Source: an optimization exercise on an open RTL-to-GDS flow (aim: small area). Production flows keep margins and buffers that such runs may drop. Only simulation tests tie the RTL to the original design; equivalence was not proved.

Design Mesh, start of the top module:
module Mesh(
    input clock,
    input [7:0] io_in_a_0_0,
    input [7:0] io_in_a_1_0,
    input [7:0] io_in_a_2_0,
    input [7:0] io_in_a_3_0,
    input [7:0] io_in_b_0_0,
    input [7:0] io_in_b_1_0,
    input [7:0] io_in_b_2_0,
    input [7:0] io_in_b_3_0,
    input [15:0] io_in_d_0_0,
    input [15:0] io_in_d_1_0,
    input [15:0] io_in_d_2_0,
    input [15:0] io_in_d_3_0,
    input io_in_control_0_0_propagate,
    input io_in_control_1_0_propagate,
    input io_in_control_2_0_propagate,
    input io_in_control_3_0_propagate,
    output [15:0] io_out_c_0_0,
    output [15:0] io_out_c_1_0,
    output [15:0] io_out_c_2_0,
    output [15:0] io_out_c_3_0
);
==> flow/config.mk <==
export PLATFORM = sky130hd
export DESIGN_NAME = Mesh
export DESIGN_NICKNAME = Mesh
export VERILOG_FILES = /design/flow/design.v
export SDC_FILE = /design/flow/constraint.sdc
export NUM_CORES = 4
export LEC_CHECK = 0
export CAP_MARGIN = 0
export CORE_MARGIN = 2
export CORE_UTILIZATION = 70
export CTS_BUF_LIST = sky130_fd_sc_hd__clkbuf_16
export CTS_CLUSTER_DIAMETER = 80
export CTS_CLUSTER_SIZE = 30
export GPL_TIMING_DRIVEN = 0
export PLACE_DENSITY = 0.8
export SLEW_MARGIN = 0
export SYNTH_HIERARCHICAL = 1
==> flow/constraint.sdc <==
create_clock -name core_clock -period 5.0 [get_ports {clock}]
set_input_delay 1.0000 -clock core_clock [delete_from_list [all_inputs] [get_ports {clock}]]
set_output_delay 1.0000 -clock core_clock [all_outputs]
set_load 0.01 [all_outputs]
standard.sh (not shown) runs the stock make flow with config.mk's settings and CLKGATE_MAP_FILE= SYNTH_SCRIPT=/design/flow/synth_recipe.tcl, a recipe that flattens the netlist after the stock synthesis.
==> flow/flow/run.sh <==
#!/bin/bash
# Own layout flow: the standard layout (standard.sh), with two changes.
# 1. Synthesis is synth_recipe.tcl, except that the final ABC technology
#    mapping runs flow/area.abc (area-oriented mapping followed by ABC's
#    timing-driven up/down sizing) in place of ORFS's speed script. The
#    registers, their names and cell types are the same as the standard
#    synthesis's.
# 2. Ports are buffered with sky130_fd_sc_hd__buf_1 instead of the buffer
#    ORFS picks by itself.
# Each tool writes its full log under orfs/logs/ (ORFS's own logs); the
# output of make itself goes to run_*.log in this folder.
set -euo pipefail
W=$(pwd)
F=$W/flow
{
  head -n 1 synth_recipe.tcl
  cat <<EOT
proc abc {args} {
  set i [lsearch -exact \$args -script]
  if { \$i >= 0 } { lset args [expr {\$i + 1}] $F/area.abc }
  yosys abc {*}\$args
}
EOT
  tail -n +2 synth_recipe.tcl
} > "$W/own_synth.tcl"
sed "s#SYNTH_SCRIPT=[^ ]*synth_recipe.tcl#SYNTH_SCRIPT=$W/own_synth.tcl#" standard.sh > "$W/own_standard.sh"
grep -q "SYNTH_SCRIPT=$W/own_synth.tcl" "$W/own_standard.sh"
export BUFFER_PORTS_ARGS="-buffer_cell sky130_fd_sc_hd__buf_1"
bash "$W/own_standard.sh" finish > "$W/run_finish.log" 2>&1
test -s "$W/out/final.def"
==> flow/flow/area.abc <==
strash
dch
map -a
topo
stime -c
upsize -c
dnsize -c
The starting point completed without violations.
Next try:
==> flow/run.sh (new file) <==
#!/bin/bash
# synth_recipe.tcl (not shown) runs the flow's synth.tcl, then flattens the netlist and writes it again
# the make line also repeats each setting of config.mk as NAME=value (left out here)
make -C /OpenROAD-flow-scripts/flow DESIGN_CONFIG=/design/flow/config.mk WORK_HOME=/design/flow/orfs CLKGATE_MAP_FILE= SYNTH_SCRIPT=/design/flow/synth_recipe.tcl finish
- ABC_AREA: not set -> 1
- CAP_MARGIN: 0 -> 20
- CORE_UTILIZATION: 70 -> 60
- CTS_BUF_LIST: sky130_fd_sc_hd__clkbuf_16 -> sky130_fd_sc_hd__clkbuf_8
- CTS_CLUSTER_DIAMETER: 80 -> 60
- CTS_CLUSTER_SIZE: 30 -> 20
- GPL_TIMING_DRIVEN: 0 -> not set
- PLACE_DENSITY: 0.8 -> 0.7
- SLEW_MARGIN: 0 -> 20
removed: flow/flow/run.sh
removed: flow/flow/area.abc
removed: flow/standard.sh
Outcome: Clock-buffer cell count goes up by 44. Via count goes up by 3.8%. Area after synthesis goes up by 5.5%.
Next try:
- CTS_BUF_LIST: sky130_fd_sc_hd__clkbuf_8 -> sky130_fd_sc_hd__clkbuf_16
- CTS_CLUSTER_DIAMETER: 60 -> 80
- CTS_CLUSTER_SIZE: 20 -> 30
Effect:
- fmax shrinks by about 0.75%
- routed wire length shrinks by about 0.35%
- sequential share of layout area grows by 0.16 points
Next try:
==> flow/flow/run.sh (new file) <==
#!/bin/bash
# Own layout flow: the standard layout (standard.sh), with two changes.
# 1. Synthesis is synth_recipe.tcl, except that the final ABC technology
#    mapping runs flow/area.abc (area-oriented mapping followed by ABC's
#    timing-driven up/down sizing) in place of ORFS's speed script. The
#    registers, their names and cell types are the same as the standard
#    synthesis's.
# 2. Ports are buffered with sky130_fd_sc_hd__buf_1 instead of the buffer
#    ORFS picks by itself.
# Each tool writes its full log under orfs/logs/ (ORFS's own logs); the
# output of make itself goes to run_*.log in this folder.
set -euo pipefail
W=$(pwd)
F=$W/flow
{
  head -n 1 synth_recipe.tcl
  cat <<EOT
proc abc {args} {
  set i [lsearch -exact \$args -script]
  if { \$i >= 0 } { lset args [expr {\$i + 1}] $F/area.abc }
  yosys abc {*}\$args
}
EOT
  tail -n +2 synth_recipe.tcl
} > "$W/own_synth.tcl"
sed "s#SYNTH_SCRIPT=[^ ]*synth_recipe.tcl#SYNTH_SCRIPT=$W/own_synth.tcl#" standard.sh > "$W/own_standard.sh"
grep -q "SYNTH_SCRIPT=$W/own_synth.tcl" "$W/own_standard.sh"
export BUFFER_PORTS_ARGS="-buffer_cell sky130_fd_sc_hd__buf_1"
bash "$W/own_standard.sh" finish > "$W/run_finish.log" 2>&1
test -s "$W/out/final.def"
==> flow/flow/area.abc (new file) <==
strash
dch
map -a
topo
stime -c
upsize -c
dnsize -c
==> flow/standard.sh (new file) <==
#!/bin/bash
# synth_recipe.tcl (not shown) runs the flow's synth.tcl, then flattens the netlist and writes it again
# the make line also repeats each setting of config.mk as NAME=value (left out here)
make -C /OpenROAD-flow-scripts/flow DESIGN_CONFIG=/design/flow/config.mk WORK_HOME=/design/flow/orfs CLKGATE_MAP_FILE= SYNTH_SCRIPT=/design/flow/synth_recipe.tcl "${@:-finish}"
- ABC_AREA: 1 -> not set
- CAP_MARGIN: 20 -> 0
- CORE_UTILIZATION: 60 -> 70
- PLACE_DENSITY: 0.7 -> 0.8
- SLEW_MARGIN: 20 -> 0
removed: flow/run.sh
First-iteration DRC count grows by 14%; routed wire length drops by 4.7%; cell area fell by 4.0%; area after synthesis came out lower by 5.2%; clock-buffer cell count went down by 2; clock skew decreases by 0.020 ns; flip-flop and latch count does not change.

separate check: timing with driven ports:
The flow's constraints put no driver on any port. The routed layouts listed below were extracted and timed again, unchanged, in two steps.
Step 1, drivers: a clkbuf_16 drives clock and a buf_2 each remaining input, both assumed.
Step 2 moves the port delays by t, midway between the first and last clock arrival at a register: inputs arrive t later, outputs are due t later. That takes back most of the time a late clock gives input paths.
a / b / c = ideal / step 1 / step 2; a / b = the first two.
run | shift t [ns] | setup slack, ns | hold WS [ns] | slew at the worst register clock pin (ns) | cell pins on the clock port's net
the first run | 0.707 | 0.187 / 0.187 / 0.187 | 0.318 / 0.318 / 0.318 | 0.11 / 0.11 | 1
the second run | 0.807 | 0.354 / 0.354 / 0.354 | 0.312 / 0.312 / 0.312 | 0.12 / 0.12 | 1
the third run | 0.742 | 0.319 / 0.319 / 0.319 | 0.315 / 0.315 / 0.315 | 0.11 / 0.11 | 1
the fourth run | 0.708 | 0.237 / 0.237 / 0.237 | 0.323 / 0.323 / 0.323 | 0.11 / 0.11 | 1
After both steps every run listed still meets setup and hold.
